This is an optimization exercise on Yosys and OpenROAD, whose aim is small area, not a production implementation. In this exercise RTL edits were held to simulation tests only and were not proved equivalent to the original. Power figures rest on the tool's default switching activity, not on a simulated workload.

==> flow/design.v <==
module tree#(parameter NUM = 128, LEN = 16, LEVEL = $clog2(NUM) )(
    input  clk,
    input  [NUM*LEN-1:0] in,
    output [LEN-1:0] sum
    );
    localparam G   = 16;              
    localparam NG  = NUM / G;         
    localparam LAT = LEVEL;           
    wire [NG*LEN-1:0] gres;
    genvar g;
    for (g = 0; g < NG; g = g + 1) begin : g_grp
        prio_sel #(.N(G), .LEN(LEN)) u_sel (.in(in[g*G*LEN +: G*LEN]), .out(gres[g*LEN +: LEN]));
    end
    reg [NG*LEN-1:0] r1;
    always @(posedge clk)
        r1 <= gres;
    localparam NH = NG / 2;
    wire [2*LEN-1:0] hres;
    prio_sel #(.N(NH), .LEN(LEN)) u_lo (.in(r1[0 +: NH*LEN]), .out(hres[0 +: LEN]));
    prio_sel #(.N(NH), .LEN(LEN)) u_hi (.in(r1[NH*LEN +: NH*LEN]), .out(hres[LEN +: LEN]));
    reg [2*LEN-1:0] r2;
    always @(posedge clk)
        r2 <= hres;
    wire [LEN-1:0] res = r2[0] ? r2[0 +: LEN] : r2[LEN +: LEN];
    reg [(LAT-2)*LEN-1:0] pipe;
    always @(posedge clk)
        pipe <= {pipe[(LAT-3)*LEN-1:0], res};
    assign sum = pipe[(LAT-2)*LEN-1 -: LEN];
endmodule
module prio_sel#(parameter N = 16, LEN = 16)(
    input  [N*LEN-1:0] in,
    output [LEN-1:0]   out
    );
    localparam NT = (N + 1) / 2;      
    wire [N-1:0] f;
    wire [N-1:0] np;                  
    genvar i, b;
    for (i = 0; i < N; i = i + 1) begin : g_flag
        assign f[i] = in[i*LEN];
    end
    onehot_n #(.N(N)) u_oh (.f(f), .np(np));
    or_tree #(.N(N)) u_any (.x(f), .y(out[0]));
    for (b = 1; b < LEN; b = b + 1) begin : g_bit
        wire [N-1:0] w;
        wire [NT-1:0] t;              
        for (i = 0; i < N; i = i + 1) begin : g_w
            assign w[i] = in[i*LEN+b];
        end
        for (i = 0; i < NT; i = i + 1) begin : g_t
            if (2*i+1 < N) begin : g_2
                oai22 u_oa (.a0(np[2*i]), .b0(w[2*i]), .a1(np[2*i+1]), .b1(w[2*i+1]), .y(t[i]));
            end else begin : g_1
                nor2 u_oa (.a(np[2*i]), .b(w[2*i]), .y(t[i]));
            end
        end
        nor_tree #(.N(NT)) u_and (.x(t), .y(out[b]));
    end
endmodule
module onehot_n#(parameter N = 16)(
    input  [N-1:0] f,
    output [N-1:0] np
    );
    wire [N-1:0] e;                   
    genvar i;
    for (i = 1; i < N; i = i + 1) begin : g_e
        assign e[i] = ~|f[i-1:0];
    end
    assign np[0] = ~f[0];
    for (i = 1; i < N-1; i = i + 1) begin : g_p
        nand2 u_p (.a(f[i]), .b(e[i]), .y(np[i]));
    end
    assign np[N-1] = ~e[N-1];
endmodule
module or_tree#(parameter N = 16)(
    input  [N-1:0] x,
    output         y
    );
    assign y = |x;
endmodule
module nor_tree#(parameter N = 8)(
    input  [N-1:0] x,
    output         y
    );
    localparam M = (N + 1) / 2;
    wire [M-1:0] z;
    genvar i;
    for (i = 0; i < N/2; i = i + 1) begin : g_pair
        nor2 u_nor (.a(x[2*i]), .b(x[2*i+1]), .y(z[i]));
    end
    if (N % 2) begin : g_odd
        assign z[M-1] = ~x[N-1];
    end
    and_tree #(.N(M)) u_and (.x(z), .y(y));
endmodule
module and_tree#(parameter N = 4)(
    input  [N-1:0] x,
    output         y
    );
    assign y = &x;
endmodule
module oai22(
    input a0, b0, a1, b1,
    output y
    );
    assign y = ~((a0 | b0) & (a1 | b1));
endmodule
module nor2(
    input a, b,
    output y
    );
    assign y = ~(a | b);
endmodule
module nand2(
    input a, b,
    output y
    );
    assign y = ~(a & b);
endmodule
==> flow/flow/run.sh <==
#!/bin/bash
# The standard layout, except that
# - the port buffers buffer_ports inserts during placement are the smallest
#   buffer (buf_1) instead of the one it picks itself,
# - the pin placer puts the data pins on the top and bottom edges only (met2),
#   one routing track apart, so that the 2065 ports fit along a smaller die,
# - and the clock pin sits alone on the left edge (flow/io.tcl).
set -euo pipefail
export BUFFER_PORTS_ARGS="-inputs -outputs -buffer_cell sky130_fd_sc_hd__buf_1"
export PLACE_PINS_ARGS="-min_distance 1 -min_distance_in_tracks -exclude left:* -exclude right:*"
export IO_CONSTRAINTS="$PWD/flow/io.tcl"
bash standard.sh finish > standard_flow.log 2>&1
==> flow/flow/io.tcl <==
# The clock pin alone on the left edge (met3), away from the densely packed
# data pins on the top and bottom edges.
place_pin -pin_name clk -layer met3 -location {0.4 160.14} -pin_size {0.8 0.3} -force_to_die_boundary
==> flow/standard.sh <==
#!/bin/bash
# synth_recipe.tcl (not shown) runs the flow's synth.tcl, then flattens the netlist and writes it again
# the make line also repeats each setting of config.mk as NAME=value (left out here)
make -C /OpenROAD-flow-scripts/flow DESIGN_CONFIG=/design/flow/config.mk WORK_HOME=/design/flow/orfs CLKGATE_MAP_FILE= SYNTH_SCRIPT=/design/flow/synth_recipe.tcl "${@:-finish}"
==> flow/config.mk <==
export PLATFORM = sky130hd
export DESIGN_NAME = tree
export DESIGN_NICKNAME = tree
export VERILOG_FILES = /design/flow/design.v
export SDC_FILE = /design/flow/constraint.sdc
export NUM_CORES = 4
export LEC_CHECK = 0
export CAP_MARGIN = 20
export CORE_AREA = 10 10 550 310
export DIE_AREA = 0 0 560 320
export SLEW_MARGIN = 20
export SYNTH_HIERARCHICAL = 1
==> flow/constraint.sdc <==
create_clock -name core_clock -period 2.0 [get_ports {clk}]
set_input_delay 0.4000 -clock core_clock [delete_from_list [all_inputs] [get_ports {clk}]]
set_output_delay 0.4000 -clock core_clock [all_outputs]
set_load 0.01 [all_outputs]
==> summary.md, run 1 <==
| Metric | Value |
|---|---|
| Main area contributors after synthesis | `o22ai_1, dfxtp_1, nor2_1` |
| First-pass GRT wire length | `328 mm` |
| Number of global-route vias before repair | `34900` |
| Die Wd | `560 µm` |
| Part of the Yosys area used for sequential elements | `0.290` |
| Die area | `0.179 mm²` |
| Cell area after layout | `0.0327 mm²` |
| Skew-Pair Late Insertion Delay | `0.64 ns` |
| Top-count cell post-synth | `o22ai_1` |
| Outcome | `failed layout checks` |
| Met1 GRT Util | `0.263` |
| Worst Reg2Reg Path Length in Cells | `4` |
| Initial antenna violation count | `326` |
| Buffers on Ports | `2064` |
| Clk sink count | `240` |
| Reported max-cap violation count | `0` |
| FP Rows | `109` |
| R2R Path End | `r2[3]` |
| Layout cells sized above 1 | `0.120` |
| Post-synth EDFFs | `0` |
| Final WS setup | `-0.0666 ns` |
| Mapped Area | `0.0166 mm²` |
| Top post-synthesis cells by count | `o22ai_1, nor2_1, dfxtp_1` |
| Min-delay worst type | `input pin to flop` |
| SO Faults | `setup timing` |
| Crit Path Class | `flop to flop` |
| Leakage | `10.3 nW` |
| Synth Flop Type | `dfxtp_1` |
| DR iter-0 viols | `4510` |
| Grt met2 use | `0.407` |
| R2R Path Start | `r1[16]` |
| Total length of routed wires | `262 mm` |
| CTS H-tree lvls | `1` |
| CTS tree | `done` |
| Peak VDD IR | `0.603 mV` |
| Worst-Margin Slew | `0.748 ns` |
| Worst endpoint required time | `2.51 ns` |
| Die height | `320 µm` |
| Final Max Tran Viols | `0` |
| FFs w/ async S/R, synth | `0` |
| Core Util, Final | `0.205` |
| WL/cell | `35.9 µm` |
| WP data arrival | `2.58 ns` |
| Setup_tns | `-0.123 ns` |
| Layout Nets | `6851` |
| DRT Pass-1 Iters | `7` |
| Cells after Synth | `2296` |
| Fmax | `484 MHz` |
| Core Area | `0.160 mm²` |
| Crit Path Max Fanout | `6` |
| Syn_area_per_cell | `7.23 µm²` |
| Routability cong. | `1.16` |
| Residual DRC | `0` |
| Power Dens Cells | `457 mW/mm²` |
| CTS Buf Count | `28` |
| Area Overhead vs Synth | `97.4%` |
| Syn_nets | `4345` |
| Netlist cell types | `22` |
| Total number of vias | `36200` |
| CTS root buf | `clkbuf_16` |
| Final hold vios | `0` |
| # IOs | `2064` |
| Grt met3 use | `0.102` |
| Tot GR Track Use | `0.269` |
| Setup-failing EPs final | `2` |
| Crit path launch type | `flop` |
| Syn. warnings | `7` |
| RSZ-0062 raised after global routing | `yes` |
| Starting Density | `0.104` |
| ANT nets after route | `0` |
| Vias per cell | `4.97` |
| Crit. End Element | `flop` |
| Placement Cell Area | `0.0310 mm²` |
| Total gr overflow | `0` |
| Worst Hold Depth | `3` |
| Slew margin rel. | `0.501` |
| GRT Max-Usage Layer | `met2` |
| Clock-pin slew on the worst setup and hold paths | `0.07 ns` |
| Clk_skew | `0.0282 ns` |
| CP startpoint | `r1[16]` |
| Largest net degree at the start of global routing | `17` |
| FF+latch count, synth | `240` |
| Synth top area share | `0.385` |
| Setup slack, reg-to-reg | `-0.07 ns` |
| Endpoint, Worst Hold | `r1[32]` |
| Yosys top cell by area | `o22ai_1` |
| Tmin final | `2.07 ns` |
| Max clock buf depth | `3` |
| Final Cycle Share | `1.03` |
| Post-DP HPWL | `226 mm` |
| Min-delay src | `in[736]` |
==> power by group <==
group	switching, mW	internal (mW)	total [mW]
Combinational	1.94	1.76	3.70
Clock	2.71	2.95	5.66
Sequential	0.355	5.27	5.63
Total	5.00	9.98	15.0
==> repair_timing <==
item                                    in CTS  in global routing
hold buffers                                 2                  0
setup buffers                                0                  0
hold endpoints to repair                     2                  0
resized for setup                            2                  5
endpoints found under the setup margin       2                 12
==> modules after synthesis, one instance, submodules excluded, excerpt <==
| module | times used | area, µm² | flip-flops and latches | cells inside |
|---|---|---|---|---|
| tree | 1 | 5160 | 240 | 274 |
| oai22 | 1020 | 6.26 | 0 | 1 |
| nand2 | 116 | 3.75 | 0 | 1 |
| nor2 | 510 | 3.75 | 0 | 1 |
==> cell type report <==
type	count	area (µm²)
Multi-Input combinational cell	1964	11200
Antenna cell	296	741
Sequential cell	240	4800
Timing Repair Buffer	2534	12100
Inverter	34	138
Clock buffer	31	712
Tap cell	2164	2710
Clock inverter	21	262
Fill cell	18700	127000
==> critical path, cell delays in order, from the launching register on <==
cell	delay [ns]
dfxtp_1	0.49
or3_1	0.64
o22ai_1	0.56
buf_4	0.23
nor2_1	0.04
==> state kept, by name (all words and copies together) (netlist names) <==
register,cells
pipe,80
r2,32
r1,128
==> cells in the final DEF, fill, tap and decap left out, types with 26 or more instances in the layout <==
cell type | netlist | layout
buf_1 | 0 | 2063
and4_1 | 120 | 120
o22ai_1 | 1020 | 1014
dfxtp_1 | 240 | 240
nand2_1 | 124 | 124
inv_1 | 26 | 26
buf_4 | 56 | 399
diode_2 | 0 | 296
nor4_1 | 48 | 48
nor2_1 | 552 | 552
clkbuf_16 | 0 | 28
buf_12 | 1 | 69
==> cell families after synthesis <==
kind of cell | Yosys count | share of synthesized area
muxes | 15 | 0.0122
buffers and inverters | 92 | 0.0355
AOI/OAI and AO/OA | 1020 | 0.385
DFF | 240 | 0.290
and+or+nand+nor | 929 | 0.278
==> routing by layer <==
metal	share of wire	vias to the layer above
met1	0.32	16800
met2	0.46	3086
met4	0.13	52
met5	0.0013	-
met3	0.093	1496
li1	-	14800
==> stage by stage <==
stage / setup WS (ns) / total power [mW] / hold WS [ns] / instances
floorplan: 0.0519 / 6.41 / 0.310 / 2296
global placement: -0.678 / 9.34 / 0.316 / 6934
detailed placement: -0.719 / 9.30 / 0.312 / 6934
CTS: 0.0238 / 15.1 / 0.0447 / 6988
global route: -0.0113 / 15.6 / 0.0898 / 7244
finish: -0.0666 / 15.0 / 0.110 / 7284
==> how the worst max path moves through the flow <==
stage                     endpoint  depth (start not counted)
final                        r2[3]                          4
after global routing         r2[3]                          4
after CTS                  r1[123]                         10
after detailed placement   r1[104]                          9
after global placement     r1[104]                          9
after floorplan            r1[100]                          7
==> run 2: changes to the inputs <==
--- a/flow/config.mk
+++ b/flow/config.mk
@@ -8,5 +8,6 @@
 export CAP_MARGIN = 20
 export CORE_AREA = 10 10 550 310
 export DIE_AREA = 0 0 560 320
+export SETUP_SLACK_MARGIN = 0.1
 export SLEW_MARGIN = 20
 export SYNTH_HIERARCHICAL = 1
==> run 2 against run 1 <==
  * The run now finishes clean
  * Sequential power is essentially flat
  * Synthesized area is the same
  * Die area unchanged
  * Total power is 3.3% higher
  * Critical endpoint is now r1[118]
==> summary.md, run 2 <==
| Metric | Value |
|---|---|
| Clk sink count | `240 (unchanged)` |
| Final Max Tran Viols | `0 (unchanged)` |
| Most frequent cells in the layout | `buf_1, o22ai_1, nor2_1` |
| Net Sw Frac | `0.342 (+0.00799)` |
| Routability cong. | `1.16 (+0.41%)` |
| RSZ-0062 raised after global routing | `no` |
| Area Overhead vs Synth | `98.6%` |
| Synth top area share | `0.385 (unchanged)` |
| Clk_skew | `0.0437 ns (+0.0155 ns)` |
| Yosys top cell by area | `o22ai_1` |
| Crit Path Max Fanout | `15 (+9)` |
| Largest net degree at the start of global routing | `17 (unchanged)` |
| Setup repair bufs after CTS | `0 (unchanged)` |
| FFs w/ async S/R, synth | `0 (unchanged)` |
| First-pass GRT wire length | `337 mm (+2.6%)` |
| Most common cell after layout, fill and taps aside | `buf_1` |
| DRT Pass-1 Iters | `8 (+1)` |
| WP data arrival | `2.39 ns (-0.19 ns)` |
| Total length of routed wires | `267 mm (+2.0%)` |
| FP Rows | `109 (unchanged)` |
| Die area | `0.179 mm² (unchanged)` |
| Adder-Cell Fraction of Synth Area | `0 (unchanged)` |
| Post-route insts no fill | `7308 (+0.33%)` |
| Total gr overflow | `0 (unchanged)` |
| Fmax | `536 MHz (+11%)` |
| Clock-pin slew on the worst setup and hold paths | `0.07 ns (about the same)` |
| Worst-Margin Slew | `0.693 ns (-0.0552 ns)` |
| Skew-Pair Late Insertion Delay | `0.67 ns (+0.03 ns)` |
| Final hold vios | `0 (unchanged)` |
| Power Dens Cells | `469 mW/mm² (+2.6%)` |
| Slew margin rel. | `0.534 (+0.0325)` |
| Post-DP HPWL | `232 mm (+2.4%)` |
| Worst endpoint required time | `2.53 ns (+0.02 ns)` |
| Top-count cell post-synth | `o22ai_1` |
| Setup-failing EPs final | `0 (-2)` |
| Outcome | `finished clean` |
| Syn_nets | `4345 (unchanged)` |
| Number of global-route vias before repair | `35100 (+0.41%)` |
| Post-synth EDFFs | `0 (unchanged)` |
| Core Util, Final | `0.206 (+0.00129)` |
| Post-synthesis compound-gate area fraction | `0.385 (unchanged)` |
| Cells after Synth | `2296 (unchanged)` |
| Main combinational cell family by area after synthesis | `compound AO/OA/AOI/OAI gates` |
| Die height | `320 µm (unchanged)` |
| Post-synthesis mux area share | `0.0122 (unchanged)` |
| XOR/XNOR Fraction of Synth Area | `0 (unchanged)` |
| Die Wd | `560 µm (unchanged)` |
| # IOs | `2064 (unchanged)` |
| Synth Flop Type | `dfxtp_1` |
| Biggest regs | `r1 (128), pipe (80), r2 (32)` |
| Reported max-cap violation count | `0 (unchanged)` |
| Comb pwr share | `0.241 (-0.006)` |
| DR iter-0 viols | `5250 (+16%)` |
| Starting Density | `0.104 (unchanged)` |
| CTS H-tree lvls | `1 (unchanged)` |
| Vias per cell | `4.99 (+0.48%)` |
| Main area contributors after synthesis | `o22ai_1, dfxtp_1, nor2_1` |
| Flop pwr share | `0.365 (-0.011)` |
| NetSw | `5.29 mW (+5.7%)` |
| Syn. warnings | `7 (unchanged)` |
| CTS tree | `done` |
| Residual DRC | `0 (unchanged)` |
| Simple logic cell fraction of the synthesized area | `0.278 (unchanged)` |
| Total number of vias | `36500 (+0.81%)` |
| Layout Nets | `6847 (-0.058%)` |
| Tot GR Track Use | `0.277 (+0.00825)` |
| Top post-synthesis cells by count | `o22ai_1, nor2_1, dfxtp_1` |
| CTS root buf | `clkbuf_16` |
| Mapped Area | `0.0166 mm² (unchanged)` |
| Core Area | `0.160 mm² (unchanged)` |
| Clock share of power | `0.394 (+0.016)` |
| Placed Cells | `6930 (-0.058%)` |
| Peak VDD IR | `0.675 mV (+12%)` |
| FF+latch count, synth | `240 (unchanged)` |
| Setup slack, reg-to-reg | `0.17 ns (+0.24 ns)` |
| Initial antenna violation count | `354 (+8.6%)` |
| Layout cells sized above 1 | `0.122 (+0.00233)` |
| Internal power | `10.2 mW (+2.0%)` |
| Part of the Yosys area used for sequential elements | `0.290 (unchanged)` |
| Crit. End Element | `flop` |
| Buffers on Ports | `2064 (unchanged)` |
| CTS Buf Count | `30 (+7.1%)` |
| Leakage | `10.4 nW (+1.0%)` |
| Max clock buf depth | `3 (unchanged)` |
| Tmin final | `1.87 ns (-0.201 ns)` |
| Crit path launch type | `input pin` |
| Max reg flops | `128 (unchanged)` |
| Min-delay worst type | `input pin to flop` |
| Crit Path Class | `input pin to flop` |
| WL/cell | `36.5 µm (+1.6%)` |
| Syn_area_per_cell | `7.23 µm² (unchanged)` |
| Largest Register | `r1` |
| Netlist cell types | `22 (unchanged)` |
| Final Cycle Share | `0.933 (-0.101)` |
| ANT nets after route | `0 (unchanged)` |
[run 2: cell counts after synthesis]
No cell type changed its count.
[run 2: cell families after synthesis]
kind of cell           count (synthesis)
AOI/OAI and AO/OA                   1020
DFF                                  240
and+or+nand+nor                      929
muxes                                 15
buffers and inverters                 92
[run 2: stage by stage]
stage	setup WS (ns)	hold WS (ns)	total power, mW	cell area (µm²)	TNS, ns
6_report	0.135	0.0743	15.5	33000	0
5_1_grt	0.118	0.0441	16.1	32800	0
4_1_cts	0.0646	0.0158	15.6	32100	0
3_5_place_dp	-0.526	0.312	9.37	31100	-29.21
3_3_place_gp	-0.489	0.314	9.41	31100	-29.23
2_1_floorplan	0.127	0.310	6.41	16600	0
[run 2: layer usage]
layer  GRT usage  part of all wire  routed length [µm]  vias to the layer above
met5      0.0109           0.00073                 195                        -
met4       0.321              0.13               34000                       26
met3       0.103             0.090               24100                     1591
met2       0.432              0.47              124000                     3253
met1       0.266              0.32               84400                    16800
li1            -                 -                   -                    14800
[run 2: cell type report]
class	count	area, µm²
fill	18800	127000
tap	2164	2710
clock inverter	21	250
clock buffer	35	779
timing repair buffer	2528	12200
antenna	322	806
sequential	240	4810
inverter	34	138
multi-input combinational	1964	11300
[run 2: power groups by stage]
| stage | logic, mW | clock network, mW | registers [mW] |
|---|---|---|---|
| finish | 3.72 | 6.09 | 5.65 |
| global placement | 3.66 | 0 | 5.75 |
| CTS | 3.66 | 6.29 | 5.64 |
| detailed placement | 3.63 | 0 | 5.74 |
| floorplan | 0.956 | 0 | 5.45 |
| global route | 3.95 | 6.45 | 5.67 |
[run 2: critical path, stage by stage]
cell and delay, ns:
buf_1 0.08, or4_1 0.57, buf_4 0.16, or3_4 0.47, o22ai_1 0.42, nor2_1 0.09
and4_1 0.19
[run 2: per-module statistics from Yosys (local to each module, per instance), excerpt]
module  flip-flops and latches  area [µm²]  times used  cells
tree                       240        5160           1    274
oai22                        0        6.26        1020      1
nand2                        0        3.75         116      1
nor2                         0        3.75         510      1
[run 2: final timing paths]
kind / end / depth (start not counted) / start
hold / removal: r1[32] / 3 / in[752]
hold reg to reg: pipe[54] / 0 / pipe[38]
setup reg to reg: r2[29] / 4 / r1[64]
setup / recovery: r1[118] / 7 / in[1952]
[run 2: repair_timing]
action                     4_1_cts  5_1_grt
hold buffers                     0        0
pin swaps                        0        0
gates cloned                     0        0
setup endpoints to repair        3       16
gates resized for setup          3        8
==> run 3: changes to the inputs <==
--- a/flow/config.mk
+++ b/flow/config.mk
@@ -8,6 +8,7 @@
 export CAP_MARGIN = 20
 export CORE_AREA = 10 10 550 310
 export DIE_AREA = 0 0 560 320
+export GPL_TIMING_DRIVEN = 0
 export SETUP_SLACK_MARGIN = 0.1
 export SLEW_MARGIN = 20
 export SYNTH_HIERARCHICAL = 1
==> run 3 against run 2 <==
  * Now fails the layout checks on setup timing
  * Design area is 6.4% lower
  * Clock-buffer cell count is 5 lower
  * Worst setup slack worse by 0.22 ns
  * Clock power is 22% lower
  * Combinational power is 4% lower
  * Non-clock buffer count is 342 lower
==> summary.md, run 3 <==
| Metric | Value |
|---|---|
| Outcome | `failed layout checks` |
| SO Faults | `setup timing` |
| Setup slack, reg-to-reg | `0.06 ns (-0.11 ns)` |
| Routability cong. | `1.11 (-4.8%)` |
| Synth Flop Type | `dfxtp_1` |
| Die Wd | `560 µm (unchanged)` |
| CTS tree | `done` |
| Core Area | `0.160 mm² (unchanged)` |
| Fmax | `479 MHz (-11%)` |
| Layout fillers | `18900 (+0.62%)` |
| ANT nets after route | `0 (unchanged)` |
| Buffers on Ports | `2064 (unchanged)` |
| Die area | `0.179 mm² (unchanged)` |
| Syn_nets | `4345 (unchanged)` |
| Crit Path Max Fanout | `15 (unchanged)` |
| DRT Pass-1 Iters | `16 (+8)` |
| Clock-pin slew on the worst setup and hold paths | `0.06 ns (about the same)` |
| Max clock buf depth | `3 (unchanged)` |
| Total length of routed wires | `255 mm (-4.3%)` |
| Tot GR Track Use | `0.263 (-0.0141)` |
| CTS root buf | `clkbuf_16` |
| XOR/XNOR Fraction of Synth Area | `0 (unchanged)` |
| Tmin final | `2.09 ns (+0.225 ns)` |
| Crit Path Class | `input pin to flop` |
| Post-synthesis mux area share | `0.0122 (unchanged)` |
| Post-synthesis compound-gate area fraction | `0.385 (unchanged)` |
| Synth top area share | `0.385 (unchanged)` |
| Largest net degree at the start of global routing | `17 (unchanged)` |
| Power Dens Cells | `450 mW/mm² (-4.1%)` |
| Initial antenna violation count | `333 (-5.9%)` |
| Worst Reg2Reg Path Length in Cells | `4 (unchanged)` |
| Peak VDD IR | `0.535 mV (-21%)` |
| Part of the Yosys area used for sequential elements | `0.290 (unchanged)` |
| Post-DP HPWL | `215 mm (-7.1%)` |
| Worst Hold Depth | `3 (unchanged)` |
| Main area contributors after synthesis | `o22ai_1, dfxtp_1, nor2_1` |
| Mapped Area | `0.0166 mm² (unchanged)` |
| FF+latch count, synth | `240 (unchanged)` |
| Reported max-cap violation count | `0 (unchanged)` |
| FP Rows | `109 (unchanged)` |
| R2R Path End | `r2[22]` |
| Core Util, Final | `0.193 (-0.0132)` |
| Total gr overflow | `0 (unchanged)` |
| Syn_area_per_cell | `7.23 µm² (unchanged)` |
| Worst endpoint required time | `2.45 ns (-0.08 ns)` |
| Max reg flops | `128 (unchanged)` |
| Starting Density | `0.104 (unchanged)` |
| R2R Path Start | `r1[80]` |
| CTS H-tree lvls | `1 (unchanged)` |
| Top-count cell post-synth | `o22ai_1` |
| Endpoint, Worst Hold | `r1[96]` |
| CTS Buf Count | `24 (-20%)` |
| Min-delay worst type | `input pin to flop` |
| Hold_ws | `0.116 ns (+0.0416 ns)` |
| Residual DRC | `0 (unchanged)` |
| Crit path launch type | `input pin` |
| Skew-Pair Late Insertion Delay | `0.59 ns (-0.08 ns)` |
| Clk_skew | `0.0159 ns (-0.0277 ns)` |
| Layout Nets | `6503 (-5.0%)` |
| Simple logic cell fraction of the synthesized area | `0.278 (unchanged)` |
| Setup-failing EPs final | `7 (+7)` |
| Placement Cell Area | `0.0271 mm² (-13%)` |
| Total number of vias | `34900 (-4.3%)` |
| Area Overhead vs Synth | `85.9%` |
| Post-synth EDFFs | `0 (unchanged)` |
| Cell area after layout | `0.0308 mm² (-6.4%)` |
| Leakage | `8.77 nW (-15%)` |
| Number of global-route vias before repair | `33300 (-5.1%)` |
| Syn. warnings | `7 (unchanged)` |
| Top post-synthesis cells by count | `o22ai_1, nor2_1, dfxtp_1` |
| FFs w/ async S/R, synth | `0 (unchanged)` |
| Vias per cell | `5.02 (+0.64%)` |
| Clk sink count | `240 (unchanged)` |
| # IOs | `2064 (unchanged)` |
| Biggest regs | `r1 (128), pipe (80), r2 (32)` |
| Crit. End Element | `flop` |
| Most frequent cells in the layout | `buf_1, o22ai_1, nor2_1` |
| Adder-Cell Fraction of Synth Area | `0 (unchanged)` |
| Most common cell after layout, fill and taps aside | `buf_1` |
| Main combinational cell family by area after synthesis | `compound AO/OA/AOI/OAI gates` |
| Final WS setup | `-0.0897 ns (-0.225 ns)` |
| Slew margin rel. | `0.400 (-0.134)` |
| Cells after Synth | `2296 (unchanged)` |
| Layout cells sized above 1 | `0.0951 (-0.0272)` |
| Min-delay src | `in[1744]` |
| RSZ-0062 raised after global routing | `yes` |
| WL/cell | `36.8 µm (+0.71%)` |
| Final Max Tran Viols | `0 (unchanged)` |
| Yosys top cell by area | `o22ai_1` |
| Largest Register | `r1` |
| DR iter-0 viols | `4318 (-18%)` |
| Worst-Margin Slew | `0.898 ns (+0.206 ns)` |
| Netlist cell types | `22 (unchanged)` |
| Final hold vios | `0 (unchanged)` |
| First-pass GRT wire length | `319 mm (-5.3%)` |
| Die height | `320 µm (unchanged)` |
| WP data arrival | `2.54 ns (+0.15 ns)` |
| Final Cycle Share | `1.04 (+0.112)` |
-- run 3: cell families (layout without fill, tap and decap cells) --
group	count (synthesis)	count (layout)
other	0	316
multiplexers	15	15
AND/OR/NAND/NOR	929	933
AO/OA/AOI/OAI	1020	1020
buffers and inverters	92	2260
flip-flops	240	240
-- run 3: what timing repair did --
| action | 4_1_cts | 5_1_grt |
|---|---|---|
| hold buffers | 2 | 0 |
| endpoints found under the hold margin | 2 | 0 |
| gates resized for setup | 194 | 106 |
| endpoints found under the setup margin | 118 | 112 |
| buffers inserted | 23 | 39 |
| cloned | 1 | 3 |
| pin swaps | 25 | 29 |
-- run 3: cell type report --
cell class / instances / area (µm²) / share of cell area
antenna: 316 / 791 / 0.0256
buffer: 58 / 452 / 0.0146
clock buffer: 30 / 653 / 0.0212
clock inverter: 10 / 131 / 0.00426
inverter: 34 / 139 / 0.00450
multi-input combinational: 1968 / 12600 / 0.409
sequential: 240 / 4800 / 0.156
tap: 2164 / 2710 / 0.0878
timing repair buffer: 2128 / 8550 / 0.277
-- run 3: through the flow --
step                      setup WS [ns]  setup TNS, ns  power (mW)  cells
after floorplan                   0.127              0        6.41   2296
after global routing            -0.0119        -0.0333        14.6   6887
after global placement            -2.31        -110.71        8.96   6524
after detailed placement          -2.28        -111.84        8.96   6524
after CTS                       0.00310              0        14.0   6590
final                           -0.0897         -0.309        13.9   6948
-- run 3: worst max-delay path, stage by stage --
cell and delay (ns):
buf_1 0.12, or3_4 0.48, nor2_1 0.14, nand2_2 0.37
o22ai_2 0.52, nor2_1 0.24, and4_1 0.25
-- run 3: layer usage --
layer,track usage,vias up,share of wire
li1,-,14000,-
met1,0.250,16100,0.32
met2,0.411,3106,0.47
met3,0.103,1574,0.088
met4,0.299,36,0.13
met5,0.0106,-,0.0014
-- run 3: power breakdown --
group          switching [mW]  internal [mW]
Clock                    2.15           2.59
Combinational            2.00           1.59
Sequential              0.286           5.27
-- run 3: how the worst max path moves through the flow --
stage	from	slack [ns]	endpoint
finish	in[0]	-0.09	r1[4]
global route	in[1888]	-0.01	r1[122]
CTS	in[768]	0.003	r1[52]
detailed placement	in[768]	-2.28	r1[52]
global placement	in[768]	-2.31	r1[52]
floorplan	in[1536]	0.13	r1[100]
-- run 3: per-module statistics from Yosys, one instance, submodules excluded, excerpt --
module | flip-flops and latches | cells inside
oai22 | 0 | 1
tree | 240 | 274
nor2 | 0 | 1
nand2 | 0 | 1
==> run 4: changes to the inputs <==
--- a/flow/config.mk
+++ b/flow/config.mk
@@ -9,6 +9,6 @@
 export CORE_AREA = 10 10 550 310
 export DIE_AREA = 0 0 560 320
 export GPL_TIMING_DRIVEN = 0
-export SETUP_SLACK_MARGIN = 0.1
+export SETUP_SLACK_MARGIN = 0.3
 export SLEW_MARGIN = 20
 export SYNTH_HIERARCHICAL = 1
==> run 4 against run 3 <==
  * The flow now stops in 5_1_grt
  * Synthesized cell count is the same
  * Synthesized area is the same
==> summary.md, run 4 <==
| Metric | Value |
|---|---|
| Outcome | `stopped before the end` |
| Halt Stage | `5_1_grt` |
| Log Error | `[ERROR GRT-0116] Global routing finished with congestion. Check the congestion regions in the DRC Viewer.` |
| Simple logic cell fraction of the synthesized area | `0.278 (unchanged)` |
| Top-count cell post-synth | `o22ai_1` |
| # IOs | `2064 (unchanged)` |
| Main area contributors after synthesis | `o22ai_1, dfxtp_1, nor2_1` |
| Cells after Synth | `2296 (unchanged)` |
| Syn. warnings | `7 (unchanged)` |
| Routability cong. | `1.10 (-0.18%)` |
| CTS root buf | `clkbuf_16` |
| Die Wd | `560 µm (unchanged)` |
| Synth top area share | `0.385 (unchanged)` |
| Placed Cells | `6524 (unchanged)` |
| Part of the Yosys area used for sequential elements | `0.290 (unchanged)` |
| Total gr overflow | `10` |
| Adder-Cell Fraction of Synth Area | `0 (unchanged)` |
| FF+latch count, synth | `240 (unchanged)` |
| Post-synth EDFFs | `0 (unchanged)` |
| Post-synthesis compound-gate area fraction | `0.385 (unchanged)` |
| Syn_nets | `4345 (unchanged)` |
| Post-synthesis mux area share | `0.0122 (unchanged)` |
| Buffers on Ports | `2064 (unchanged)` |
| Synth Flop Type | `dfxtp_1` |
| Post-DP HPWL | `212 mm (-1.6%)` |
| Yosys top cell by area | `o22ai_1` |
| FFs w/ async S/R, synth | `0 (unchanged)` |
| Syn_area_per_cell | `7.23 µm² (unchanged)` |
| Tot GR Track Use | `0.272` |
| Starting Density | `0.104 (unchanged)` |
| Largest net degree at the start of global routing | `18` |
| Number of global-route vias before repair | `34900` |
| Clk sink count | `240 (unchanged)` |
| XOR/XNOR Fraction of Synth Area | `0 (unchanged)` |
| CTS Buf Count | `24 (unchanged)` |
| CTS H-tree lvls | `1 (unchanged)` |
| Mapped Area | `0.0166 mm² (unchanged)` |
| Max clock buf depth | `3 (unchanged)` |
| Die height | `320 µm (unchanged)` |
| First-pass GRT wire length | `328 mm` |
| Placement Cell Area | `0.0273 mm² (+0.70%)` |
| Main combinational cell family by area after synthesis | `compound AO/OA/AOI/OAI gates` |
| FP Rows | `109 (unchanged)` |
| Netlist cell types | `22 (unchanged)` |
| Top post-synthesis cells by count | `o22ai_1, nor2_1, dfxtp_1` |
## run 4: power groups by stage
stage               logic, mW  registers (mW)  clock network [mW]
CTS                      3.60            5.57                5.34
floorplan               0.964            5.45                   0
global placement         3.40            5.66                   0
detailed placement       3.40            5.66                   0
## run 4: timing repair
action | 4_1_cts
endpoints found under the setup margin | 142
gates cloned | 6
pin swaps | 44
hold buffers | 1
resized for setup | 294
setup buffers | 57
endpoints found under the hold margin | 1
## run 4: how the worst min path moves through the flow
stage | cells after the start | slack, ns | startpoint | end
2_1_floorplan | 0 | 0.31 | pipe[0] | pipe[16]
3_3_place_gp | 0 | 0.31 | pipe[32] | pipe[48]
3_5_place_dp | 0 | 0.31 | pipe[11] | pipe[27]
4_1_cts | 3 | 0.01 | in[1808] | r1[112]
## run 4: layer usage
layer  GRT usage  GRT overflow
met5     0.00239             0
met4       0.319             1
met3      0.0762             0
met2       0.400             9
met1       0.293             0
## run 4: through the flow
step                hold WS [ns]  utilization  setup slack [ns]
floorplan                  0.310            -             0.164
global placement           0.315        0.171             -1.24
detailed placement         0.312        0.171             -1.17
CTS                       0.0118        0.188             0.195
## run 4: cells by family after synthesis
group | count (synthesis)
AOI/OAI and AO/OA | 1020
buffers and inverters | 92
DFF | 240
muxes | 15
and+or+nand+nor | 929
## run 4: Yosys stat by module, one instance, submodules excluded, excerpt
module	area, µm²	copies in the design
oai22	6.26	1020
nand2	3.75	116
nor2	3.75	510
tree	5160	1
==> run 5: changes to the inputs <==
==> flow/config.mk (replaced) <==
export PLATFORM = sky130hd
export DESIGN_NAME = tree
export DESIGN_NICKNAME = tree
export VERILOG_FILES = /design/flow/design.v
export SDC_FILE = /design/flow/constraint.sdc
export NUM_CORES = 4
export LEC_CHECK = 0
export CAP_MARGIN = 5
export CORE_AREA = 10 10 550 310
export DIE_AREA = 0 0 560 320
export SETUP_SLACK_MARGIN = 0.1
export SLEW_MARGIN = 5
export SYNTH_HIERARCHICAL = 1
==> run 5 against run 4 <==
  * Now clean on timing, DRC and antenna
  * Synthesized area is the same
  * Synthesized cell count is the same
==> summary.md, run 5 <==
| Metric | Value |
|---|---|
| CTS H-tree lvls | `1 (unchanged)` |
| Reported max-cap violation count | `0` |
| Met1 GRT Util | `0.266` |
| # resized after CTS | `3 (-99%)` |
| Tot GR Track Use | `0.277` |
| Clk_skew | `0.0437 ns` |
| Cells after Synth | `2296 (unchanged)` |
| Peak VDD IR | `0.675 mV` |
| Clock-pin slew on the worst setup and hold paths | `0.07 ns` |
| Layout Nets | `6847` |
| Max clock buf depth | `3 (unchanged)` |
| Synth Flop Type | `dfxtp_1` |
| Worst-Margin Slew | `0.693 ns` |
| Fmax | `536 MHz` |
| First-pass GRT wire length | `337 mm` |
| Sequential Area | `0.00481 mm²` |
| Mapped Area | `0.0166 mm² (unchanged)` |
| Layout cells sized above 1 | `0.122` |
| Die area | `0.179 mm²` |
| Final Cycle Share | `0.933` |
| Buffers on Ports | `2064 (unchanged)` |
| Netlist cell types | `22 (unchanged)` |
| Clk sink count | `240 (unchanged)` |
| Max reg flops | `128` |
| RSZ-0062 raised after global routing | `no` |
| DRT Pass-1 Iters | `8` |
| # IOs | `2064 (unchanged)` |
| Skew-Pair Late Insertion Delay | `0.67 ns` |
| Worst endpoint required time | `2.53 ns` |
| Yosys top cell by area | `o22ai_1` |
| Final Max Tran Viols | `0` |
| Top-count cell post-synth | `o22ai_1` |
| Syn_area_per_cell | `7.23 µm² (unchanged)` |
| Starting Density | `0.104 (unchanged)` |
| Grt met2 use | `0.432` |
| Final WS setup | `0.135 ns` |
| ANT nets after route | `0` |
| Routability cong. | `1.16 (+5.2%)` |
| Min-delay worst type | `input pin to flop` |
| Top post-synthesis cells by count | `o22ai_1, nor2_1, dfxtp_1` |
| Largest net degree at the start of global routing | `17` |
| Post-layout power | `15.5 mW` |
| Crit Path Class | `input pin to flop` |
| Hold Buf Count CTS | `0 (-1)` |
| Pre-CTS setup slack | `-0.526 ns (+0.639 ns)` |
| Tmin final | `1.87 ns` |
| Post-synth EDFFs | `0 (unchanged)` |
| Setup_tns | `0 ns` |
| Total length of routed wires | `267 mm` |
| Placed Cells | `6930 (+6.2%)` |
| Crit Path Max Fanout | `15` |
| Synth top area share | `0.385 (unchanged)` |
| Main area contributors after synthesis | `o22ai_1, dfxtp_1, nor2_1` |
| DR iter-0 viols | `5250` |
| Die height | `320 µm (unchanged)` |
| Part of the Yosys area used for sequential elements | `0.290 (unchanged)` |
| Total gr overflow | `0` |
| Grt met3 use | `0.103` |
| Area Overhead vs Synth | `98.6%` |
| FP Rows | `109 (unchanged)` |
| Multi-input logic area | `0.0113 mm²` |
| Leakage | `10.4 nW` |
| GRT Max-Usage Layer | `met2` |
| Total number of vias | `36500` |
| Setup-failing EPs final | `0` |
| CTS tree | `done` |
| FFs w/ async S/R, synth | `0 (unchanged)` |
| Largest Register | `r1` |
| Vias per cell | `4.99` |
| Die Wd | `560 µm (unchanged)` |
| CTS root buf | `clkbuf_16` |
| Outcome | `finished clean` |
| Worst Reg2Reg Path Length in Cells | `4` |
| Initial antenna violation count | `354` |
| Final hold vios | `0` |
| Residual DRC | `0` |
| Slew margin rel. | `0.534` |
| Syn. warnings | `7 (unchanged)` |
| Syn_nets | `4345 (unchanged)` |
| Biggest regs | `r1 (128), pipe (80), r2 (32)` |
| Layout fillers | `18800` |
| Most common cell after layout, fill and taps aside | `buf_1` |
| Post-DP HPWL | `232 mm (+9.4%)` |
| Most frequent cells in the layout | `buf_1, o22ai_1, nor2_1` |
| Power Dens Cells | `469 mW/mm²` |
| WP data arrival | `2.39 ns` |
| Number of global-route vias before repair | `35100` |
| Worst Hold Depth | `3` |
| CTS Buf Count | `30 (+25%)` |
| Post-route insts no fill | `7308` |
| Setup repair bufs after CTS | `0 (-100%)` |
| FF+latch count, synth | `240 (unchanged)` |
| Hold_ws | `0.0743 ns` |
| WL/cell | `36.5 µm` |
| Core Area | `0.160 mm²` |
| Crit. End Element | `flop` |
| Crit path launch type | `input pin` |
run 5: final timing paths:
check / end / slack, ns / start
hold reg to reg: pipe[54] / 0.31 / pipe[38]
hold / removal: r1[32] / 0.07 / in[752]
setup reg to reg: r2[29] / 0.17 / r1[64]
setup / recovery: r1[118] / 0.13 / in[1952]
run 5: metal layers:
metal,part of all wire,up-vias
li1,-,14800
met1,0.32,16800
met3,0.090,1591
met2,0.47,3253
met5,0.00073,-
met4,0.13,26
run 5: power breakdown:
group	switching (mW)	internal (mW)	total [mW]	leakage (nW)
Sequential	0.380	5.27	5.65	2.02
Clock	2.93	3.16	6.09	0.501
Combinational	1.98	1.74	3.72	7.84
run 5: final cells by class:
class                      instances  share of cell area
timing repair buffer            2528               0.369
multi-input combinational       1964               0.343
sequential                       240               0.146
tap                             2164              0.0822
antenna                          322              0.0245
clock buffer                      35              0.0237
clock inverter                    21             0.00759
inverter                          34             0.00418
run 5: kinds of logic (layout without fill, tap and decap cells):
kind of cell	after synthesis	in the layout	share of synthesized area
AO/OA/AOI/OAI	1020	1020	0.385
multiplexers	15	15	0.0122
buffers and inverters	92	2618	0.0355
AND/OR/NAND/NOR	929	929	0.278
other	0	322	0
flip-flops	240	240	0.290
run 5: worst max-delay path: stages:
cell     delay (ns)
buf_1          0.08
or4_1          0.57
buf_4          0.16
or3_4          0.47
o22ai_1        0.42
nor2_1         0.09
and4_1         0.19
run 5: metrics by stage:
| step | utilization | cell area, µm² |
|---|---|---|
| after floorplan | - | 16600 |
| after global placement | 0.194 | 31100 |
| after detailed placement | 0.194 | 31100 |
| after CTS | 0.201 | 32100 |
| after global routing | 0.205 | 32800 |
| final | 0.206 | 33000 |
run 5: per-module statistics from Yosys (local to each module, per instance), excerpt:
| module | flip-flops and latches | cell area, µm² |
|---|---|---|
| nor2 | 0 | 3.75 |
| oai22 | 0 | 6.26 |
| tree | 240 | 5160 |
| nand2 | 0 | 3.75 |
==> run 6: changes to the inputs <==
--- a/flow/config.mk
+++ b/flow/config.mk
@@ -5,9 +5,10 @@
 export SDC_FILE = /design/flow/constraint.sdc
 export NUM_CORES = 4
 export LEC_CHECK = 0
-export CAP_MARGIN = 5
+export CAP_MARGIN = 20
 export CORE_AREA = 10 10 550 310
+export CTS_BUF_LIST = sky130_fd_sc_hd__clkbuf_4 sky130_fd_sc_hd__clkbuf_8
 export DIE_AREA = 0 0 560 320
 export SETUP_SLACK_MARGIN = 0.1
-export SLEW_MARGIN = 5
+export SLEW_MARGIN = 20
 export SYNTH_HIERARCHICAL = 1
==> run 6 against run 5 <==
  * Hold slack improved by 0.017 ns
  * Final cell count rose by 0.67%
  * Global-route usage rose by 0.12 points
  * Design area rose by 0.81%
  * Critical path type is now flop to flop
  * Clock power rose by 3%
  * Die area did not move
  * Still clean on timing, DRC and antenna
  * First-iteration DRC count fell by 5.7%
==> summary.md, run 6 <==
| Metric | Value |
|---|---|
| Outcome | `finished clean` |
| Slew margin rel. | `0.457 (-0.0769)` |
| Routability cong. | `1.16 (unchanged)` |
| Part of the Yosys area used for sequential elements | `0.290 (unchanged)` |
| Core Area | `0.160 mm² (unchanged)` |
| Critical-path cell list | `or3_1, o22ai_1, nor2_1` |
| Worst endpoint required time | `2.51 ns (-0.02 ns)` |
| Crit. End Element | `flop` |
| Residual DRC | `0 (unchanged)` |
| Stages on worst setup path | `3 (-4)` |
| Most frequent cells in the layout | `buf_1, o22ai_1, nor2_1` |
| Tmin final | `1.86 ns (-0.00934 ns)` |
| # IOs | `2064 (unchanged)` |
| Largest net degree at the start of global routing | `17 (unchanged)` |
| Vias per cell | `4.97 (-0.40%)` |
| CP delay by family, top | `simple AND/OR/NAND/NOR gates` |
| Reported max-cap violation count | `0 (unchanged)` |
| Clk_skew | `0.0769 ns (+0.0333 ns)` |
| Main area contributors after synthesis | `o22ai_1, dfxtp_1, nor2_1` |
| Starting Density | `0.104 (unchanged)` |
| Crit path launch type | `flop` |
| Max clock buf depth | `3 (unchanged)` |
| Area Overhead vs Synth | `100%` |
| Netlist cell types | `22 (unchanged)` |
| Critical path buffers and inverters | `0 (-2)` |
| Clk sink count | `240 (unchanged)` |
| Total number of vias | `36600 (+0.27%)` |
| Post-synth EDFFs | `0 (unchanged)` |
| Crit Path Class | `flop to flop` |
| Hold_ws | `0.0909 ns (+0.0166 ns)` |
| Fmax | `539 MHz (+0.50%)` |
| ANT nets after route | `0 (unchanged)` |
| FF+latch count, synth | `240 (unchanged)` |
| Total gr overflow | `0 (unchanged)` |
| Final hold vios | `0 (unchanged)` |
| Max reg flops | `128 (unchanged)` |
| Leakage | `10.5 nW (+1.6%)` |
| CTS H-tree lvls | `2 (+1)` |
| First-pass GRT wire length | `338 mm (+0.32%)` |
| Final Cycle Share | `0.928 (-0.00467)` |
| Slowest CP cell | `or3_1` |
| Min-delay worst type | `input pin to flop` |
| Core Util, Final | `0.208 (+0.00167)` |
| CTS tree | `done` |
| Setup_tns | `0 ns (unchanged)` |
| RSZ-0062 raised after global routing | `no` |
| WL/cell | `36.4 µm (-0.19%)` |
| Die height | `320 µm (unchanged)` |
| Layout cells sized above 1 | `0.130 (+0.00743)` |
| Most common cell after layout, fill and taps aside | `buf_1` |
| CTS Buf Count | `46 (+53%)` |
| Peak VDD IR | `0.375 mV (-44%)` |
| Tot GR Track Use | `0.278 (+0.00119)` |
| Synth Flop Type | `dfxtp_1` |
| CTS root buf | `clkbuf_8` |
| Mapped Area | `0.0166 mm² (unchanged)` |
| Top post-synthesis cells by count | `o22ai_1, nor2_1, dfxtp_1` |
| Post-DP HPWL | `232 mm (unchanged)` |
| Initial antenna violation count | `358 (+1.1%)` |
| Clock-pin slew on the worst setup and hold paths | `0.09 ns (+0.02 ns)` |
| Largest Register | `r1` |
| Syn_area_per_cell | `7.23 µm² (unchanged)` |
| Worst Hold Depth | `4 (+1)` |
| Worst Reg2Reg Path Length in Cells | `3 (-1)` |
| Post-route insts no fill | `7357 (+0.67%)` |
| Max incr delay on CP | `0.70 ns (+0.13 ns)` |
| WP data arrival | `2.37 ns (-0.02 ns)` |
| Final Max Tran Viols | `0 (unchanged)` |
| Yosys top cell by area | `o22ai_1` |
| Cells after Synth | `2296 (unchanged)` |
| Skew-Pair Late Insertion Delay | `0.71 ns (+0.04 ns)` |
| FP Rows | `109 (unchanged)` |
| Setup-failing EPs final | `0 (unchanged)` |
| Number of global-route vias before repair | `35300 (+0.68%)` |
| Syn_nets | `4345 (unchanged)` |
| Total length of routed wires | `268 mm (+0.48%)` |
| Die area | `0.179 mm² (unchanged)` |
| DRT Pass-1 Iters | `12 (+4)` |
| Biggest regs | `r1 (128), pipe (80), r2 (32)` |
| Power Dens Cells | `471 mW/mm² (+0.42%)` |
| Worst-Margin Slew | `0.811 ns (+0.119 ns)` |
| Synth top area share | `0.385 (unchanged)` |
| Placed Cells | `6930 (unchanged)` |
| Post-layout power | `15.7 mW (+1.2%)` |
| Die Wd | `560 µm (unchanged)` |
| FFs w/ async S/R, synth | `0 (unchanged)` |
| Syn. warnings | `7 (unchanged)` |
| Top-count cell post-synth | `o22ai_1` |
| DR iter-0 viols | `4952 (-5.7%)` |
| Layout Nets | `6874 (+0.39%)` |
| Buffers on Ports | `2064 (unchanged)` |
| Crit Path Max Fanout | `15 (unchanged)` |
run 6: cell counts after synthesis:
No cell type changed its count.
run 6: stage by stage:
step                      setup WS (ns)  cell area, µm²
after detailed placement         -0.526           31100
final                             0.144           33200
after global routing              0.131           33000
after floorplan                   0.127           16600
after CTS                         0.126           32300
after global placement           -0.489           31100
run 6: metal layers:
metal | vias up | track usage | share of wire
li1 | 14900 | - | -
met1 | 16900 | 0.267 | 0.32
met2 | 3192 | 0.431 | 0.46
met3 | 1594 | 0.105 | 0.088
met4 | 34 | 0.325 | 0.13
met5 | - | 0.00851 | 0.00085
run 6: timing repair:
action / in CTS / in global routing
hold endpoints to repair: 4 / 0
setup buffers: 0 / 0
resized for setup: 5 / 21
hold buffers: 9 / 0
pin swaps: 0 / 5
gates cloned: 0 / 2
setup endpoints to repair: 8 / 23
run 6: path summary, 6_finish.rpt:
kind	endpoint	start	slack [ns]
worst min-delay path	r1[121]	in[1913]	0.09
worst max-delay path	r2[17]	r1[64]	0.14
worst min register to register	pipe[63]	pipe[47]	0.32
worst max register to register	r2[17]	r1[64]	0.14
run 6: worst register-to-register path: stages (launching register included):
cell,delay (ns)
dfxtp_1,0.42
or3_1,0.71
o22ai_1,0.48
nor2_1,0.09
run 6: report_power, final:
part / switching, mW / total, mW / internal (mW) / leakage, nW
registers: 0.378 / 5.65 / 5.27 / 2.02
logic: 2.00 / 3.75 / 1.76 / 7.93
clock network: 2.91 / 6.25 / 3.35 / 0.576
run 6: cells by family after synthesis:
logic type	Yosys count	synth area share
AND/OR/NAND/NOR	929	0.278
flip-flops	240	0.290
buffers and inverters	92	0.0355
AO/OA/AOI/OAI	1020	0.385
multiplexers	15	0.0122
run 6: layout make-up:
| cell class | instances | area, µm² |
|---|---|---|
| diodes | 331 | 828 |
| clock buffers | 57 | 753 |
| clock inverters | 28 | 340 |
| fillers | 18800 | 127000 |
| inverters | 34 | 138 |
| multi-input cells | 1965 | 11300 |
| flip-flops and latches | 240 | 4810 |
| well taps | 2164 | 2710 |
| repair buffers | 2538 | 12300 |
run 6: per-module statistics from Yosys (local to each module, per instance), excerpt:
module | area [µm²] | cells inside | flops+latches | times used
nand2 | 3.75 | 1 | 0 | 116
tree | 5160 | 274 | 240 | 1
oai22 | 6.26 | 1 | 0 | 1020
nor2 | 3.75 | 1 | 0 | 510
==> run 7: changes to the inputs <==
==> flow/flow/run.sh (replaced) <==
#!/bin/bash
# The standard layout, except that
# - the port buffers buffer_ports inserts during placement are the smallest
#   buffer (buf_1) instead of the one it picks itself,
# - the pin placer may put pins one routing track apart (instead of two), so
#   that the 2065 ports fit along a smaller die,
# - and flow/io.tcl gives each group of data pins its own stretch of the top or
#   bottom edge, the result pins the right edge and the clock pin the left.
set -euo pipefail
export BUFFER_PORTS_ARGS="-inputs -outputs -buffer_cell sky130_fd_sc_hd__buf_1"
export PLACE_PINS_ARGS="-min_distance 1 -min_distance_in_tracks"
export IO_CONSTRAINTS="$PWD/flow/io.tcl"
bash standard.sh finish > standard_flow.log 2>&1
==> flow/flow/io.tcl (replaced) <==
# The clock pin alone on the left edge (met3).
place_pin -pin_name clk -layer met3 -location {0.4 160.14} -pin_size {0.8 0.3} -force_to_die_boundary
# Each stage-1 group of 16 words (256 pins) gets its own 130 um stretch of the
# bottom (groups 0-3) or top (groups 4-7) edge, so that its logic stays close
# together; the result pins go on the right edge.
for {set g 0} {$g < 8} {incr g} {
  set names {}
  for {set i [expr {$g * 256}]} {$i < [expr {($g + 1) * 256}]} {incr i} {
    lappend names "in\[$i\]"
  }
  set x0 [expr {20 + 130 * ($g % 4)}]
  set edge [expr {$g < 4 ? "bottom" : "top"}]
  set_io_pin_constraint -pin_names $names -region $edge:$x0-[expr {$x0 + 130}]
}
set names {}
for {set i 0} {$i < 16} {incr i} { lappend names "sum\[$i\]" }
set_io_pin_constraint -pin_names $names -region right:100-220
--- a/flow/config.mk
+++ b/flow/config.mk
@@ -7,7 +7,6 @@
 export LEC_CHECK = 0
 export CAP_MARGIN = 20
 export CORE_AREA = 10 10 550 310
-export CTS_BUF_LIST = sky130_fd_sc_hd__clkbuf_4 sky130_fd_sc_hd__clkbuf_8
 export DIE_AREA = 0 0 560 320
 export SETUP_SLACK_MARGIN = 0.1
 export SLEW_MARGIN = 20
==> run 7 against run 6 <==
  * Maximum frequency increased by 3.6%
  * Total power decreased by 5.3%
  * Clock skew decreased by 0.034 ns
  * Sequential share of layout area increased by 0.78 points
  * Highest routed layer unchanged
  * Non-clock buffer count decreased by 128
  * Still clean on timing, DRC and antenna
  * Synthesized cell count unchanged
  * Clock-buffer cell count decreased by 25
==> summary.md, run 7 <==
| Metric | Value |
|---|---|
| Skew-Pair Late Insertion Delay | `0.65 ns (-0.06 ns)` |
| Synth top area share | `0.385 (unchanged)` |
| Most frequent cells in the layout | `buf_1, o22ai_1, nor2_1` |
| Clock-pin slew on the worst setup and hold paths | `0.07 ns (-0.02 ns)` |
| Min-delay worst type | `input pin to flop` |
| CTS Buf Count | `27 (-41%)` |
| Final Max Tran Viols | `0 (unchanged)` |
| Max clock buf depth | `3 (unchanged)` |
| Setup_tns | `0 ns (unchanged)` |
| Syn_nets | `4345 (unchanged)` |
| Vias per cell | `4.84 (-2.7%)` |
| Die Wd | `560 µm (unchanged)` |
| Setup-failing EPs final | `0 (unchanged)` |
| Power Dens Cells | `470 mW/mm² (-0.22%)` |
| Pre-CTS setup slack | `-0.343 ns (+0.183 ns)` |
| Flop pwr share | `0.381 (+0.020)` |
| WL/cell | `28.7 µm (-21%)` |
| Crit. End Element | `flop` |
| Synth Flop Type | `dfxtp_1` |
| Clk sink count | `240 (unchanged)` |
| Leakage | `9.58 nW (-9.0%)` |
| Most common cell after layout, fill and taps aside | `buf_1` |
| NetSw | `4.92 mW (-6.8%)` |
| DR iter-0 viols | `4335 (-12%)` |
| Netlist cell types | `22 (unchanged)` |
| Setup slack, reg-to-reg | `0.28 ns (+0.14 ns)` |
| Slew margin rel. | `0.571 (+0.113)` |
| Max incr delay on CP | `0.43 ns (-0.27 ns)` |
| Top-count cell post-synth | `o22ai_1` |
| Final hold vios | `0 (unchanged)` |
| Routability cong. | `1.13 (-2.3%)` |
| Comb pwr share | `0.243 (+0.003)` |
| Clk_skew | `0.0432 ns (-0.0338 ns)` |
| DRT Pass-1 Iters | `8 (-4)` |
| FFs w/ async S/R, synth | `0 (unchanged)` |
| FP Rows | `109 (unchanged)` |
| CTS root buf | `clkbuf_16` |
| Cells after Synth | `2296 (unchanged)` |
| Critical-path cell list | `buf_1, or3_4, clkinv_2, nand2_1, nor4_1, nand2_1, buf_4, o22ai_1, nor2_1, and4_1` |
| Tmin final | `1.79 ns (-0.0637 ns)` |
| Most frequent CP cell | `nand2_1` |
| Total gr overflow | `0 (unchanged)` |
| Layout cells sized above 1 | `0.0969 (-0.0329)` |
| CTS tree | `done` |
| CTS H-tree lvls | `1 (-1)` |
| Post-DP HPWL | `177 mm (-24%)` |
| Buffers on Ports | `2064 (unchanged)` |
| Worst endpoint required time | `2.53 ns (+0.02 ns)` |
| Clock share of power | `0.376 (-0.023)` |
| Setup repair bufs after CTS | `0 (unchanged)` |
| Net Sw Frac | `0.332 (-0.00515)` |
| Slowest CP cell | `or3_4` |
| Biggest regs | `r1 (128), pipe (80), r2 (32)` |
| First-pass GRT wire length | `265 mm (-22%)` |
| WP data arrival | `2.32 ns (-0.05 ns)` |
| Residual DRC | `0 (unchanged)` |
| ANT nets after route | `0 (unchanged)` |
| Hold_ws | `0.0966 ns (+0.00568 ns)` |
| Fmax | `558 MHz (+3.6%)` |
| Area Overhead vs Synth | `90.0%` |
| Internal power | `9.90 mW (-4.6%)` |
| Number of global-route vias before repair | `33600 (-5.0%)` |
| Layout Nets | `6726 (-2.2%)` |
| FF+latch count, synth | `240 (unchanged)` |
| Die height | `320 µm (unchanged)` |
| # IOs | `2064 (unchanged)` |
| Die area | `0.179 mm² (unchanged)` |
| Main area contributors after synthesis | `o22ai_1, dfxtp_1, nor2_1` |
| Crit Path Max Fanout | `15 (unchanged)` |
| Largest net degree at the start of global routing | `17 (unchanged)` |
| Syn_area_per_cell | `7.23 µm² (unchanged)` |
| Mapped Area | `0.0166 mm² (unchanged)` |
| Part of the Yosys area used for sequential elements | `0.290 (unchanged)` |
| Reported max-cap violation count | `0 (unchanged)` |
| Max reg flops | `128 (unchanged)` |
| Final WS setup | `0.208 ns (+0.0637 ns)` |
| Top post-synthesis cells by count | `o22ai_1, nor2_1, dfxtp_1` |
| Layout fillers | `18800 (-0.22%)` |
| Total number of vias | `34400 (-6.0%)` |
| Yosys top cell by area | `o22ai_1` |
| Core Area | `0.160 mm² (unchanged)` |
| Outcome | `finished clean` |
| Peak VDD IR | `0.691 mV (+84%)` |
| Total length of routed wires | `204 mm (-24%)` |
| Final Cycle Share | `0.896 (-0.0318)` |
| Crit Path Class | `input pin to flop` |
| Largest Register | `r1` |
| Tot GR Track Use | `0.206 (-0.0721)` |
| Worst-Margin Slew | `0.638 ns (-0.173 ns)` |
| Initial antenna violation count | `241 (-33%)` |
| Post-synth EDFFs | `0 (unchanged)` |
| Starting Density | `0.104 (unchanged)` |
| Core Util, Final | `0.197 (-0.0106)` |
| Crit path launch type | `input pin` |
| Syn. warnings | `7 (unchanged)` |
| RSZ-0062 raised after global routing | `no` |
## run 7: cell count changes in the layout (fill, tap and decap cells not counted), moves of 11 or more
cell | previous run | this run
buf_4 | 388 | 283
buf_12 | 75 | 58
clkinv_2 | 20 | 9
clkbuf_16 | 1 | 27
diode_2 | 331 | 247
clkbuf_8 | 52 | 3
## run 7: modules after synthesis, one instance, submodules excluded, excerpt
| module | area, µm² | flops+latches |
|---|---|---|
| nand2 | 3.75 | 0 |
| nor2 | 3.75 | 0 |
| oai22 | 6.26 | 0 |
| tree | 5160 | 240 |
## run 7: routing by layer
layer / vias up / wire length (µm) / GRT usage
met5: - / 150 / 0.000797
met4: 18 / 24400 / 0.233
met1: 15700 / 71500 / 0.225
met2: 2936 / 88900 / 0.294
li1: 14400 / - / -
met3: 1350 / 19000 / 0.0716
## run 7: stage by stage
stage          power (mW)  std cells  instance area, µm²
4_1_cts              14.9       6860               30900
5_1_grt              15.5       7078               31500
6_report             14.8       7107               31500
3_5_place_dp         9.18       6807               29900
3_3_place_gp         9.24       6807               29900
2_1_floorplan        6.41       2296               16600
## run 7: final timing paths
| kind | end | startpoint | cells after the start |
|---|---|---|---|
| setup / recovery | r1[15] | in[0] | 10 |
| hold / removal | r1[32] | in[720] | 3 |
| setup reg to reg | r2[25] | r1[64] | 3 |
| hold reg to reg | pipe[17] | pipe[1] | 0 |
## run 7: final cells by class
class / instances / area [µm²] / area share
antenna: 247 / 618 / 0.0196
tap: 2164 / 2710 / 0.0859
sequential: 240 / 4810 / 0.152
clock buffer: 32 / 724 / 0.0230
clock inverter: 16 / 190 / 0.00603
timing repair buffer: 2410 / 11100 / 0.352
inverter: 34 / 138 / 0.00437
multi-input combinational: 1964 / 11300 / 0.357
## run 7: kinds of logic after synthesis
kind of cell / count (synthesis) / share of synthesized area
mux: 15 / 0.0122
flops: 240 / 0.290
buf+inv: 92 / 0.0355
compound gates: 1020 / 0.385
simple gates: 929 / 0.278
## run 7: worst max-delay path, delay by kind of cell
family / cells / cell delay (ns)
AOI/OAI and AO/OA: 1 / 0.24
buffers and inverters: 3 / 0.42
and+or+nand+nor: 6 / 1.25
## run 7: power groups by stage
| stage | Clock [mW] | Sequential, mW | Combinational [mW] |
|---|---|---|---|
| after global placement | 0 | 5.75 | 3.49 |
| after detailed placement | 0 | 5.73 | 3.46 |
| final | 5.58 | 5.65 | 3.60 |
| after global routing | 5.96 | 5.68 | 3.82 |
| after CTS | 5.80 | 5.63 | 3.49 |
| after floorplan | 0 | 5.45 | 0.956 |
## run 7: repair_timing
item,4_1_cts,5_1_grt
gates resized for setup,2,3
pin swaps,0,0
hold endpoints to repair,3,0
hold buffers,5,0
endpoints found under the setup margin,2,4
==> run 8: changes to the inputs <==
--- a/flow/config.mk
+++ b/flow/config.mk
@@ -8,6 +8,7 @@
 export CAP_MARGIN = 20
 export CORE_AREA = 10 10 550 310
 export DIE_AREA = 0 0 560 320
-export SETUP_SLACK_MARGIN = 0.1
+export GPL_TIMING_DRIVEN = 0
+export SETUP_SLACK_MARGIN = 0.2
 export SLEW_MARGIN = 20
 export SYNTH_HIERARCHICAL = 1
==> run 8 against run 7 <==
  * Highest routed layer unchanged
  * Sequential share of layout area increased by 0.73 points
  * Die area unchanged
  * Flip-flop and latch count did not move
  * Still clean on timing, DRC and antenna
  * Clock power decreased by 18%
  * Hold slack worse by 0.022 ns
==> summary.md, run 8 <==
| Metric | Value |
|---|---|
| Routability cong. | `1.05 (-7.5%)` |
| Biggest regs | `r1 (128), pipe (80), r2 (32)` |
| Power Dens Cells | `451 mW/mm² (-4.0%)` |
| XOR/XNOR Fraction of Synth Area | `0 (unchanged)` |
| Synth Flop Type | `dfxtp_1` |
| Yosys top cell by area | `o22ai_1` |
| WL/cell | `31.3 µm (+9.0%)` |
| Adder-Cell Fraction of Synth Area | `0 (unchanged)` |
| Hold Buf Count CTS | `0 (-5)` |
| CTS tree | `done` |
| ANT nets after route | `0 (unchanged)` |
| Final hold vios | `0 (unchanged)` |
| FP Rows | `109 (unchanged)` |
| CTS root buf | `clkbuf_16` |
| Layout cells sized above 1 | `0.0931 (-0.00381)` |
| Leakage | `8.55 nW (-11%)` |
| Placed Cells | `6524 (-4.2%)` |
| Core Util, Final | `0.188 (-0.00900)` |
| # IOs | `2064 (unchanged)` |
| Residual DRC | `0 (unchanged)` |
| Slew margin rel. | `0.456 (-0.115)` |
| Crit. End Element | `flop` |
| Worst endpoint required time | `2.47 ns (-0.06 ns)` |
| Met3 wire len | `15.1 mm (-21%)` |
| Die Wd | `560 µm (unchanged)` |
| Total gr overflow | `0 (unchanged)` |
| Cell area after layout | `0.0301 mm² (-4.6%)` |
| Top post-synthesis cells by count | `o22ai_1, nor2_1, dfxtp_1` |
| FF+latch count, synth | `240 (unchanged)` |
| Post-route insts no fill | `6872 (-3.3%)` |
| Post-synthesis compound-gate area fraction | `0.385 (unchanged)` |
| Largest Register | `r1` |
| Placement Cell Area | `0.0273 mm² (-8.8%)` |
| DRT Pass-1 Iters | `6 (-2)` |
| First-pass GRT wire length | `272 mm (+2.4%)` |
| Crit Path Max Fanout | `15 (unchanged)` |
| CTS Buf Count | `23 (-15%)` |
| Area Overhead vs Synth | `81.3%` |
| Min-delay worst type | `input pin to flop` |
| Clk sink count | `240 (unchanged)` |
| Clk_skew | `0.0340 ns (-0.00912 ns)` |
| Total number of vias | `33200 (-3.4%)` |
| Starting Density | `0.104 (unchanged)` |
| Top layer used by detailed routing | `met5` |
| Initial antenna violation count | `276 (+15%)` |
| Max clock buf depth | `3 (unchanged)` |
| Top-count cell post-synth | `o22ai_1` |
| Syn. warnings | `7 (unchanged)` |
| Number of global-route vias before repair | `32400 (-3.6%)` |
| Buffers on Ports | `2064 (unchanged)` |
| FFs w/ async S/R, synth | `0 (unchanged)` |
| Core Area | `0.160 mm² (unchanged)` |
| Skew-Pair Late Insertion Delay | `0.59 ns (-0.06 ns)` |
| Final Cycle Share | `0.933 (+0.0371)` |
| Tot GR Track Use | `0.214 (+0.00813)` |
| Hold_ws | `0.0747 ns (-0.0219 ns)` |
| Post-DP HPWL | `183 mm (+3.4%)` |
| Die area | `0.179 mm² (unchanged)` |
| Met2 routed WL | `98.4 mm (+11%)` |
| Final Max Tran Viols | `0 (unchanged)` |
| WL met1 | `76.0 mm (+6.3%)` |
| Most common cell after layout, fill and taps aside | `buf_1` |
| Clock-pin slew on the worst setup and hold paths | `0.06 ns (about the same)` |
| Layout fillers | `18900 (+0.58%)` |
| Largest net degree at the start of global routing | `16 (-1)` |
| Setup-failing EPs final | `0 (unchanged)` |
| DR iter-0 viols | `3378 (-22%)` |
| Crit Path Class | `input pin to flop` |
| Synth top area share | `0.385 (unchanged)` |
| Most frequent cells in the layout | `buf_1, o22ai_1, nor2_1` |
| Die height | `320 µm (unchanged)` |
| Part of the Yosys area used for sequential elements | `0.290 (unchanged)` |
| Vias per cell | `4.83 (about the same)` |
| Syn_area_per_cell | `7.23 µm² (unchanged)` |
| Reported max-cap violation count | `0 (unchanged)` |
| Total length of routed wires | `215 mm (+5.4%)` |
| Peak VDD IR | `0.696 mV (+0.62%)` |
| RSZ-0062 raised after global routing | `yes` |
| Syn_nets | `4345 (unchanged)` |
| Main area contributors after synthesis | `o22ai_1, dfxtp_1, nor2_1` |
| Mapped Area | `0.0166 mm² (unchanged)` |
| Post-synth EDFFs | `0 (unchanged)` |
| Tmin final | `1.87 ns (+0.0742 ns)` |
| Netlist cell types | `22 (unchanged)` |
| Simple logic cell fraction of the synthesized area | `0.278 (unchanged)` |
| Layout Nets | `6471 (-3.8%)` |
| Fmax | `536 MHz (-4.0%)` |
| Max reg flops | `128 (unchanged)` |
| Cells after Synth | `2296 (unchanged)` |
| Outcome | `finished clean` |
| Post-synthesis mux area share | `0.0122 (unchanged)` |
| Crit path launch type | `input pin` |
| CTS H-tree lvls | `1 (unchanged)` |
| WP data arrival | `2.33 ns (about the same)` |
| Worst-Margin Slew | `0.814 ns (+0.176 ns)` |
| Main combinational cell family by area after synthesis | `compound AO/OA/AOI/OAI gates` |
-- run 8: cell counts after synthesis --
No cell type changed its count.
-- run 8: kinds of logic after synthesis --
| family | Yosys count |
|---|---|
| buffers and inverters | 92 |
| muxes | 15 |
| DFF | 240 |
| and+or+nand+nor | 929 |
| AOI/OAI and AO/OA | 1020 |
-- run 8: per-layer routing --
layer | track usage | up-vias
met5 | 0.00638 | -
met4 | 0.244 | 24
met3 | 0.0647 | 1362
met2 | 0.325 | 2523
met1 | 0.223 | 15400
li1 | - | 14000
-- run 8: final cells by class --
type,count,area [µm²],share of cell area
clock buffers,30,652,0.0217
inverters,34,168,0.00557
clock inverters,10,110,0.00366
diodes,271,678,0.0225
flip-flops and latches,240,4810,0.160
repair buffers,2084,7970,0.265
multi-input cells,1981,12500,0.417
plain buffers,58,452,0.0150
well taps,2164,2710,0.0900
-- run 8: what timing repair did --
item                                   4_1_cts  5_1_grt
endpoints found under the hold margin        0        0
setup endpoints to repair                   88      129
buffers inserted                            13        7
gates cloned                                 3       14
pin swaps                                    6       21
gates resized for setup                     96      149
-- run 8: per-module statistics from Yosys (local to each module, per instance), a selection --
module / cells inside / area [µm²] / copies in the design / flops+latches
nand2: 1 / 3.75 / 116 / 0
nor2: 1 / 3.75 / 510 / 0
oai22: 1 / 6.26 / 1020 / 0
tree: 274 / 5160 / 1 / 240
-- run 8: per-stage QoR --
stage,power (mW),TNS [ns],setup slack (ns)
after floorplan,6.42,0,0.164
after global placement,8.92,-63.07,-0.898
after detailed placement,8.89,-62.71,-0.859
after CTS,13.6,0,0.155
after global routing,14.2,0,0.132
final,13.6,0,0.134
-- run 8: final timing paths --
kind	start	slack [ns]	end	cells after the start
worst min register to register	pipe[48]	0.32	pipe[64]	0
worst min-delay path	in[752]	0.07	r1[32]	3
worst max-delay path	in[864]	0.13	r1[53]	8
worst max register to register	r1[80]	0.18	r2[27]	4
-- run 8: where the power goes --
part,internal [mW],switching [mW],leakage (nW)
Combinational,1.59,1.92,6.17
Sequential,5.27,0.253,2.02
Clock,2.46,2.10,0.366
Total,9.32,4.26,8.55
-- run 8: critical path, cell delays in order --
cell and delay (ns):
buf_1 0.43, nor4_4 0.08, nand3_4 0.14, nor2_1 0.09, nand2_4 0.22, o22ai_1 0.12
nor2_1 0.44, and4_1 0.39

Re-timed with assumed drivers on the ports (clkbuf_16 on the clock, buf_2 on other inputs), run 8 has 0.104 ns of setup slack against 0.134 ns with ideal ports, and -0.531 ns once port delays also move by the mid clock arrival of 0.635 ns.
